Background: an optimization exercise with open tools, aiming at small area, a short achievable clock period and few clock cycles per item. Do not read the settings as production practice. In this exercise RTL edits were held to simulation tests only and were not proved equivalent to the original. The clock input has no modelled driver; a real chip could not lean on it and would need a root buffer or a full tree.

// HT_TOP
module HT_TOP(
    clk,
    rst_n,
    in_valid,
    in_weight,
    out_mode,
    out_valid,
    out_code
);
Size: roughly 860 cells after synthesis, roughly 89 flip-flops, roughly 9 I/O pins, about 0.0064 sq mm of cells after synthesis.
clock: 26.0 ns
lec_check: 0
abc_area: 1
cap_margin: 20
core_margin: 2
core_utilization: 40
slew_margin: 20
run.sh (not shown) runs the stock make flow with config.mk's settings and CLKGATE_MAP_FILE= SYNTH_SCRIPT=/design/flow/synth_recipe.tcl, a recipe that flattens the netlist after the stock synthesis.
The starting point passed the timing, design-rule and antenna checks.
Testbench counts at the start, summed over its fixed seeds: cycles 80,215, items 2,400.
==> next run, changes <==
==> flow/flow/run.sh (new file) <==
#!/bin/bash
# The standard layout, with plain buffers (buf_2) on the ports in place of the
# delay-cell buffers the port buffering picks by default.
set -euo pipefail
bash standard.sh BUFFER_PORTS_ARGS="-buffer_cell sky130_fd_sc_hd__buf_2" finish > flow_make.log 2>&1
==> flow/standard.sh (new file) <==
#!/bin/bash
# synth_recipe.tcl (not shown) runs the flow's synth.tcl, then flattens the netlist and writes it again
# the make line also repeats each setting of config.mk as NAME=value (left out here)
make -C /OpenROAD-flow-scripts/flow DESIGN_CONFIG=/design/flow/config.mk WORK_HOME=/design/flow/orfs CLKGATE_MAP_FILE= SYNTH_SCRIPT=/design/flow/synth_recipe.tcl "${@:-finish}"
removed: flow/run.sh
Count of clock-buffer cells in the layout decreases by 2.
Via count drops slightly.
Worst setup slack is better by 370 ps.
Area after synthesis does not change.
Global-route usage climbs by 0.13 points.
Die area stays the same.
Flip-flop and latch count is unchanged.
Routed wire length hardly moves.

---

## zinc
HT_TOP, a different RTL version from the one above (not shown whole).
Size in the first run: about 570 cells after synthesis, about 64 flip-flops, ~9 I/O pins.
// HT_TOP
module HT_TOP(
    clk,
    rst_n,
    in_valid,
    in_weight,
    out_mode,
    out_valid,
    out_code
);
export LEC_CHECK = 0
export ABC_AREA = 1
export CAP_MARGIN = 20
export CORE_MARGIN = 2
export CORE_UTILIZATION = 40
export CTS_BUF_LIST = sky130_fd_sc_hd__clkbuf_8
export SLEW_MARGIN = 20
create_clock -name core_clock -period 26.0 [get_ports {clk}]
standard.sh (not shown) runs the stock make flow with config.mk's settings and CLKGATE_MAP_FILE= SYNTH_SCRIPT=/design/flow/synth_recipe.tcl, a recipe that flattens the netlist after the stock synthesis.
==> flow/flow/run.sh <==
#!/bin/bash
# The standard layout (standard.sh), with these changes:
# - synthesis maps the logic with flow/abc_area.script (flow/synth.tcl);
# - plain buffers (buf_2) on the ports in place of the delay-cell buffers
#   that the port buffering picks by default;
# - after clock tree synthesis, flow/clktree.tcl replaces the two-level
#   clock tree with one level of four clkbuf_16, each driving the registers
#   of one quarter of the core, fed from the clock port.
# Each step's full output is in orfs/logs/; make's output is in flow_make.log.
set -euo pipefail
here=$(pwd)
export FLOW_ABC_SCRIPT="$here/flow/abc_area.script"
bash standard.sh SYNTH_SCRIPT="$here/flow/synth.tcl" SETUP_SLACK_MARGIN=20.1 \
  BUFFER_PORTS_ARGS="-buffer_cell sky130_fd_sc_hd__buf_2" \
  POST_CTS_TCL="$here/flow/clktree.tcl" CLKTREE_NBUF=4 finish > flow_make.log 2>&1
==> flow/flow/abc_area.script <==
strash
dc2
&get -n
&dch -f
&nf -R 1000 -p -C 32
&put
strash
dc2
&get -n
&dch -f
&nf -R 1000 -p -C 32
&put
strash
dc2
&get -n
&dch -f
&nf -R 1000 -p -C 32
&put
topo
dnsize -c
==> flow/flow/synth.tcl <==
# The standard flow's synthesis script (synth_recipe.tcl), with one change: Yosys's abc
# runs flow/abc_area.script (an area-oriented mapping) in place of ORFS's
# abc_area.script. Registers are mapped before abc, as in the standard
# synthesis, so they are the same.
proc synth {args} { yosys synth -nofsm -noshare {*}$args }
proc abc {args} {
  set i [lsearch $args -script]
  if {$i >= 0} {
    set args [lreplace $args [expr {$i + 1}] [expr {$i + 1}] $::env(FLOW_ABC_SCRIPT)]
  }
  yosys abc {*}$args
}
source $::env(SCRIPTS_DIR)/synth.tcl
# left out here: clear keep_hierarchy, flatten, clean up, hide names made inside functions, write 1_2_yosys.v
Other scripts of this flow, unchanged in this note and not shown: flow/flow/clktree.tcl
Testbench counts of zinc, summed over its fixed seeds: cycles 80,215, items 2,400.
[inputs] nickel vs zinc
==> flow/flow/run.sh <==
#!/bin/bash
# The standard layout, with two changes:
# - plain buffers (buf_2) on the ports in place of the delay-cell buffers
#   that the port buffering picks by default;
# - after clock tree synthesis, flow/clktree.tcl replaces the two-level
#   clock tree with one level of four clkbuf_16, each driving the registers
#   of one quarter of the core, fed from the clock port.
set -euo pipefail
here=$(pwd)
bash standard.sh BUFFER_PORTS_ARGS="-buffer_cell sky130_fd_sc_hd__buf_2" \
  POST_CTS_TCL="$here/flow/clktree.tcl" CLKTREE_NBUF=4 finish > flow_make.log 2>&1
removed: flow/flow/abc_area.script
removed: flow/flow/synth.tcl
==> comparison <==
- When the final numbers for zinc and nickel were put side by side, the register fraction of the total cell area turned out to be smaller in nickel.
- Delta (nickel minus zinc): sequential cell area in the final layout fell 0.34%, cell area increased by 12% relative to the old numbers, sequential cell count saw little to no change, end-of-flow core utilization shows a reduction of 1.8 points.
- Diff zinc -> nickel: wire length +about 10%; growth of design area from synthesis to finish -4.8 points.
Changes in garnet relative to nickel:
==> flow/flow/run.sh <==
#!/bin/bash
# The standard layout (standard.sh), with these changes:
# - synthesis maps the logic with flow/abc_area.script (flow/synth.tcl),
#   and leaves adders to abc too (no ADDER_MAP_FILE half/full adder cells);
# - plain buffers (buf_2) on the ports in place of the delay-cell buffers
#   that the port buffering picks by default;
# - after clock tree synthesis, flow/clktree.tcl replaces the two-level
#   clock tree with one level of four clkbuf_16, each driving the registers
#   of one quarter of the core, fed from the clock port.
# Each step's full output is in orfs/logs/; make's output is in flow_make.log.
set -euo pipefail
here=$(pwd)
export FLOW_ABC_SCRIPT="$here/flow/abc_area.script"
bash standard.sh SYNTH_SCRIPT="$here/flow/synth.tcl" ADDER_MAP_FILE= SETUP_SLACK_MARGIN=20.1 \
  BUFFER_PORTS_ARGS="-buffer_cell sky130_fd_sc_hd__buf_2" \
  POST_CTS_TCL="$here/flow/clktree.tcl" CLKTREE_NBUF=4 finish > flow_make.log 2>&1
==> flow/flow/abc_area.script (new file) <==
strash
dc2
&get -n
&dch -f
&nf -R 1000 -p -C 32
&put
strash
dc2
&get -n
&dch -f
&nf -R 1000 -p -C 32
&put
strash
dc2
&get -n
&dch -f
&nf -R 1000 -p -C 32
&put
topo
dnsize -c
==> flow/flow/synth.tcl (new file) <==
# The standard flow's synthesis script (synth_recipe.tcl), with one change: Yosys's abc
# runs flow/abc_area.script (an area-oriented mapping) in place of ORFS's
# abc_area.script. Registers are mapped before abc, as in the standard
# synthesis, so they are the same.
proc synth {args} { yosys synth -nofsm -noshare {*}$args }
proc abc {args} {
  set i [lsearch $args -script]
  if {$i >= 0} {
    set args [lreplace $args [expr {$i + 1}] [expr {$i + 1}] $::env(FLOW_ABC_SCRIPT)]
  }
  yosys abc {*}$args
}
source $::env(SCRIPTS_DIR)/synth.tcl
# left out here: clear keep_hierarchy, flatten, clean up, hide names made inside functions, write 1_2_yosys.v
[summary]
- garnet against nickel: final worst-path setup slack now sits lower, synthesized cell area now sits lower, first-pass iteration count of the detailed router now sits higher.
No run of this note takes its clock network from TritonCTS; it comes from the design's own scripts or RTL.

==> port drivers added, routing unchanged <==
In the flow no input, the clock included, has a driving cell. The finished layouts below were timed again as built, in two steps. Step 1 assumes that a clkbuf_16 drives the clock port and a buf_2 every other input. Step 2 moves the port delays by t, midway between the first and last clock arrival at a register: inputs arrive t later, outputs are due t later. That takes back most of the time a late clock gives input paths. a / b / c = ideal ports / drivers / drivers and shift; a / b = the first two.
run | t (ns) | slack for setup (ns) | slew at the worst register clock pin (ns) | worst data-port slew with drivers (ns) | cell pins on the clock port's net
the first run of note 1 | 0.388 | 19.593 / 19.553 / 19.875 | 0.07 / 0.07 | 0.03 | 1
the second run of note 1 | 0.385 | 19.962 / 19.924 / 20.309 | 0.07 / 0.07 | 0.03 | 1
zinc | 0.223 | 20.160 / 20.078 / 20.301 | 0.07 / 0.07 | 0.03 | 4
nickel | 0.225 | 20.156 / 20.071 / 20.244 | 0.07 / 0.07 | 0.03 | 4
garnet | 0.221 | 20.143 / 20.058 / 20.279 | 0.07 / 0.07 | 0.03 | 4
After both steps every run listed still meets setup and hold. Setup slack includes reset recovery checks.
